From an optimization exercise on the open Yosys and OpenROAD flow, aimed at small area; shortcuts taken in it are not production practice.
RTL that was checked went through simulation tests only; none was proved equivalent to the original.
Power is estimated from default activity; no workload was simulated.

## top_FIFO
module top_FIFO(Read_Data, Write_Data, Full, Empty, Half_Empty, Clock, Reset, WE, RE, EN);
==> flow/config.mk <==
export PLATFORM = sky130hd
export DESIGN_NAME = top_FIFO
export DESIGN_NICKNAME = top_FIFO
export VERILOG_FILES = /design/flow/design.v
export SDC_FILE = /design/flow/constraint.sdc
export NUM_CORES = 4
export LEC_CHECK = 0
export CAP_MARGIN = 0
export CORE_MARGIN = 2
export CORE_UTILIZATION = 30
export SLEW_MARGIN = 0
export SYNTH_HIERARCHICAL = 1
export SYNTH_MINIMUM_KEEP_SIZE = 0
==> flow/constraint.sdc <==
create_clock -name core_clock -period 6.0 [get_ports {Clock}]
set_input_delay 1.2000 -clock core_clock [delete_from_list [all_inputs] [get_ports {Clock}]]
set_output_delay 1.2000 -clock core_clock [all_outputs]
set_load 0.01 [all_outputs]
standard.sh (not shown) runs the stock make flow with config.mk's settings and CLKGATE_MAP_FILE= SYNTH_SCRIPT=/design/flow/synth_recipe.tcl, a recipe that flattens the netlist after the stock synthesis.
==> flow/flow/run.sh <==
#!/bin/bash
# Layout flow: the standard ORFS flow (standard.sh, unchanged synthesis),
# with small port buffers, a clock tree of clkbuf_8 leaf buffers driving up to
# 18 flip-flops each, and no CTS dummy loads. make's output goes to standard.log;
# each ORFS step's own log is under orfs/logs/.
export BUFFER_PORTS_ARGS="-buffer_cell sky130_fd_sc_hd__buf_1"
export CTS_ARGS="-sink_clustering_enable -repair_clock_nets -sink_clustering_size 18 -sink_clustering_max_diameter 70 -buf_list sky130_fd_sc_hd__clkbuf_8 -dont_use_dummy_load -root_buf sky130_fd_sc_hd__clkbuf_4 -tree_buf sky130_fd_sc_hd__clkbuf_4"
bash standard.sh > standard.log 2>&1
==> next run, changes <==
==> flow/flow/run.sh (replaced) <==
#!/bin/bash
# Layout flow: the standard ORFS flow (standard.sh, unchanged synthesis),
# with small port buffers, a clock tree of clkbuf_8 leaf buffers driving up to
# 18 flip-flops each, and no CTS dummy loads. make's output goes to standard.log;
# each ORFS step's own log is under orfs/logs/.
export BUFFER_PORTS_ARGS="-buffer_cell sky130_fd_sc_hd__buf_1"
export CTS_ARGS="-sink_clustering_enable -repair_clock_nets -sink_clustering_size 18 -sink_clustering_max_diameter 70 -buf_list sky130_fd_sc_hd__clkbuf_8 -dont_use_dummy_load"
bash standard.sh > standard.log 2>&1
CORE_UTILIZATION = 40   (was 30)
What happened: Hold slack is better by 9.6 ps; worst setup slack is worse by 92 ps; via count fell by a few percent; non-clock buffer count stays the same; total power rose slightly; synthesized cell count is unchanged.
==> next run, changes <==
--- a/flow/flow/run.sh
+++ b/flow/flow/run.sh
@@ -6,3 +6,3 @@
 export BUFFER_PORTS_ARGS="-buffer_cell sky130_fd_sc_hd__buf_1"
-export CTS_ARGS="-sink_clustering_enable -repair_clock_nets -sink_clustering_size 18 -sink_clustering_max_diameter 70 -buf_list sky130_fd_sc_hd__clkbuf_8 -dont_use_dummy_load"
+export CTS_ARGS="-sink_clustering_enable -repair_clock_nets -sink_clustering_size 18 -sink_clustering_max_diameter 70 -buf_list sky130_fd_sc_hd__clkbuf_8 -dont_use_dummy_load -root_buf sky130_fd_sc_hd__clkbuf_4 -tree_buf sky130_fd_sc_hd__clkbuf_4"
 bash standard.sh > standard.log 2>&1
CORE_UTILIZATION = 50   (was 40)
Result: Design area goes down slightly; cell count went down by a few percent; count of clock-buffer cells in the layout decreases by 1; total power decreases slightly.
==> next run, changes <==
CORE_UTILIZATION = 40   (was 50)
=>
- The changed run completed with no timing, DRC or antenna violations
- synthesized cell count is unchanged
- global-route usage goes down by 5.7 points
- setup slack gets worse by 68 ps
- combinational power stays flat
- routed wire length goes down by about 6%
- design area goes up by about 0.7%
- total power stays flat
- register-to-register slack gets worse by 70 ps
- sequential share of layout area goes down by 0.38 points
- worst hold slack gets worse by 9.6 ps
- via count goes down by about 1.4%

* * *

The RTL this note starts from:
==> flow/design.v <==
`timescale 1ns / 1ps
module top_FIFO(Read_Data, Write_Data, Full, Empty, Half_Empty, Clock, Reset, WE, RE, EN);
parameter M = 32;
parameter N = 16;
localparam A = $clog2(M);
output logic [N-1:0] Read_Data;
output logic Full, Empty, Half_Empty;
input [N-1:0] Write_Data;
input Clock, Reset, WE, RE, EN;
logic [A:0] Count;                
logic [N-1:0] Memory [M-1:0];     
logic [N-1:0] Next [M-1:0];
logic Write, Read, Keep, Hold;
logic [M-1:0] Sel;                
logic [N-1:0] Part_n [10:0];
logic [N-1:0] Or_Part [2:0];
logic [N-1:0] Read_Next;
assign Full = Count[A];
assign Empty = (Count == 0);
assign Half_Empty = (Count <= (M/2));
assign Write = !EN && !Reset && WE && !Full;
assign Read  = !EN && !Reset && !(WE && !Full) && RE && !Empty;
assign Keep  = !Write;
assign Hold  = EN || (!Reset && !Read);    
genvar g, b;
generate
  for (g = 0; g < M; g++)
  begin : row
    for (b = 0; b < N; b++)
    begin : col
      if (g == 0)
        fifo_hold h (.q(Memory[g][b]), .k(Keep), .qp(Write_Data[b]), .s(Write), .d(Next[g][b]));
      else
        fifo_hold h (.q(Memory[g][b]), .k(Keep), .qp(Memory[g-1][b]), .s(Write), .d(Next[g][b]));
    end
  end
endgenerate
always @(posedge Clock)
  for (int i = 0; i < M; i++) Memory[i] <= Next[i];
always_comb
  for (int i = 0; i < M; i++) Sel[i] = Read && (Count == i + 1);
generate
  for (b = 0; b < N; b++)
  begin : rd
    for (g = 0; g < 11; g++)
    begin : grp
      if (g < 10)
        fifo_ao222_n a (.a1(Sel[3*g]), .b1(Memory[3*g][b]),
                        .a2(Sel[3*g+1]), .b2(Memory[3*g+1][b]),
                        .a3(Sel[3*g+2]), .b3(Memory[3*g+2][b]), .y_n(Part_n[g][b]));
      else
        fifo_ao222_n a (.a1(Sel[30]), .b1(Memory[30][b]),
                        .a2(Sel[31]), .b2(Memory[31][b]),
                        .a3(Hold), .b3(Read_Data[b]), .y_n(Part_n[g][b]));
    end
    fifo_nand4 n0 (.a(Part_n[0][b]), .b(Part_n[1][b]), .c(Part_n[2][b]), .d(Part_n[3][b]), .y(Or_Part[0][b]));
    fifo_nand4 n1 (.a(Part_n[4][b]), .b(Part_n[5][b]), .c(Part_n[6][b]), .d(Part_n[7][b]), .y(Or_Part[1][b]));
    fifo_nand3 n2 (.a(Part_n[8][b]), .b(Part_n[9][b]), .c(Part_n[10][b]), .y(Or_Part[2][b]));
    fifo_or3 o (.a(Or_Part[0][b]), .b(Or_Part[1][b]), .c(Or_Part[2][b]), .y(Read_Next[b]));
  end
endgenerate
always @(posedge Clock)
  Read_Data <= Read_Next;
always @(posedge Clock)
begin
  if (!EN)
  begin
    if (Reset)
      Count <= 0;
    else if (Write)
      Count <= Count + 1;
    else if (Read)
      Count <= Count - 1;
  end
end
endmodule
module fifo_hold(input q, input k, input qp, input s, output d);
assign d = (q & k) | (qp & s);
endmodule
module fifo_ao222_n(input a1, input b1, input a2, input b2, input a3, input b3, output y_n);
assign y_n = !((a1 & b1) | (a2 & b2) | (a3 & b3));
endmodule
module fifo_nand4(input a, input b, input c, input d, output y);
assign y = !(a & b & c & d);
endmodule
module fifo_nand3(input a, input b, input c, output y);
assign y = !(a & b & c);
endmodule
module fifo_or3(input a, input b, input c, output y);
assign y = a | b | c;
endmodule
export LEC_CHECK = 0
export CAP_MARGIN = 20
export CORE_MARGIN = 2
export CORE_UTILIZATION = 60
export PLACE_DENSITY = 0.75
export SLEW_MARGIN = 20
export SYNTH_HIERARCHICAL = 1
export SYNTH_MINIMUM_KEEP_SIZE = 0
create_clock -name core_clock -period 6.0 [get_ports {Clock}]
==> flow/flow/run.sh <==
#!/bin/bash
# Layout flow: the standard ORFS flow, with the port buffers and the
# clock tree built from smaller cells and no CTS dummy loads.
export BUFFER_PORTS_ARGS="-buffer_cell sky130_fd_sc_hd__buf_1"
export CTS_ARGS="-sink_clustering_enable -repair_clock_nets -sink_clustering_size 24 -sink_clustering_max_diameter 40 -buf_list sky130_fd_sc_hd__clkbuf_8 -dont_use_dummy_load"
bash standard.sh > standard.log 2>&1
The starting point finished with timing, DRC and antenna clean.
Then changed:
==> flow/flow/run.sh (replaced) <==
#!/bin/bash
# Layout flow: the standard ORFS flow, with the port buffers and the
# clock tree built from smaller cells and no CTS dummy loads.
export BUFFER_PORTS_ARGS="-buffer_cell sky130_fd_sc_hd__buf_1"
export CTS_ARGS="-sink_clustering_enable -repair_clock_nets -sink_clustering_size 20 -sink_clustering_max_diameter 45 -buf_list sky130_fd_sc_hd__clkbuf_8 -dont_use_dummy_load"
bash standard.sh > standard.log 2>&1
CORE_UTILIZATION = 40   (was 60)
CTS_BUF_LIST = sky130_fd_sc_hd__clkbuf_8   (was default)
CTS_CLUSTER_DIAMETER = 40   (was default)
CTS_CLUSTER_SIZE = 16   (was default)
PLACE_DENSITY = default   (was 0.75)
What happened: The changed run produced a clean layout. Clock power hardly moves. Sequential power stays flat. Critical path depth is unchanged. Die area increases by 49%. Power hardly moves. Routed wire length came out higher by 11%. Utilization drops by 22 points. Cell area went up by 0.97%. Final cell count increases by 11%. Non-clock buffer count drops by 3.
Then changed:
==> flow/run.sh (new file) <==
#!/bin/bash
# synth_recipe.tcl (not shown) runs the flow's synth.tcl, then flattens the netlist and writes it again
# the make line also repeats each setting of config.mk as NAME=value (left out here)
make -C /OpenROAD-flow-scripts/flow DESIGN_CONFIG=/design/flow/config.mk WORK_HOME=/design/flow/orfs CLKGATE_MAP_FILE= SYNTH_SCRIPT=/design/flow/synth_recipe.tcl finish
CTS_BUF_LIST = sky130_fd_sc_hd__clkbuf_4   (was sky130_fd_sc_hd__clkbuf_8)
CTS_CLUSTER_DIAMETER = 30   (was 40)
CTS_CLUSTER_SIZE = 10   (was 16)
removed: flow/flow/run.sh
removed: flow/standard.sh
What happened: Critical path depth is unchanged. Count of clock-buffer cells in the layout is higher by 55. Synthesized cell count is unchanged. Worst setup slack got worse by 580 ps. Die area stays the same. Total power came out higher by about 20%.
No functional check of the RTL was part of any run of this note.

[separate check: timing with driven ports]
No port has a modelled driver above. Below, the same layouts with a new extraction and two added sets of constraints. Step 1 sets driving cells, clkbuf_16 on the clock port and buf_2 on the other inputs (assumed; they add their load-dependent delay and slew). Step 2 also shifts input and output timing later by t, the mid clock arrival at the registers, as if the neighbouring blocks saw the same clock. Slacks: no drivers / after step 1 / after step 2; pairs: no drivers / after step 1.
run | shift t [ns] | setup WS [ns] | hold slack, ns | clock arrival spread, ns | worst register clock-pin slew, ns
the first run of note 1 | 0.764 | 2.273 / 2.273 / 1.753 | 0.471 / 0.471 / 0.471 | 0.084 / 0.084 | 0.12 / 0.12
the second run of note 1 | 0.622 | 2.181 / 2.181 / 1.678 | 0.480 / 0.480 / 0.480 | 0.044 / 0.044 | 0.11 / 0.11
the third run of note 1 | 0.731 | 2.287 / 2.287 / 1.587 | 0.464 / 0.464 / 0.464 | 0.041 / 0.042 | 0.11 / 0.11
the fourth run of note 1 | 0.758 | 2.218 / 2.218 / 1.630 | 0.454 / 0.454 / 0.454 | 0.069 / 0.069 | 0.11 / 0.11
the first run of note 2 | 0.637 | 2.320 / 2.274 / 1.770 | 0.469 / 0.469 / 0.469 | 0.051 / 0.051 | 0.10 / 0.10
the second run of note 2 | 0.674 | 2.280 / 2.233 / 1.883 | 0.451 / 0.451 / 0.451 | 0.080 / 0.080 | 0.11 / 0.11
the third run of note 2 | 0.856 | 1.700 / 1.649 / 1.510 | 0.476 / 0.476 / 0.476 | 0.058 / 0.058 | 0.10 / 0.10
After both steps setup and hold are still met in every run listed. The setup slack of the third run of note 1, which loses most, moves by 0.000 ns with the drivers and by -0.700 ns with both steps.
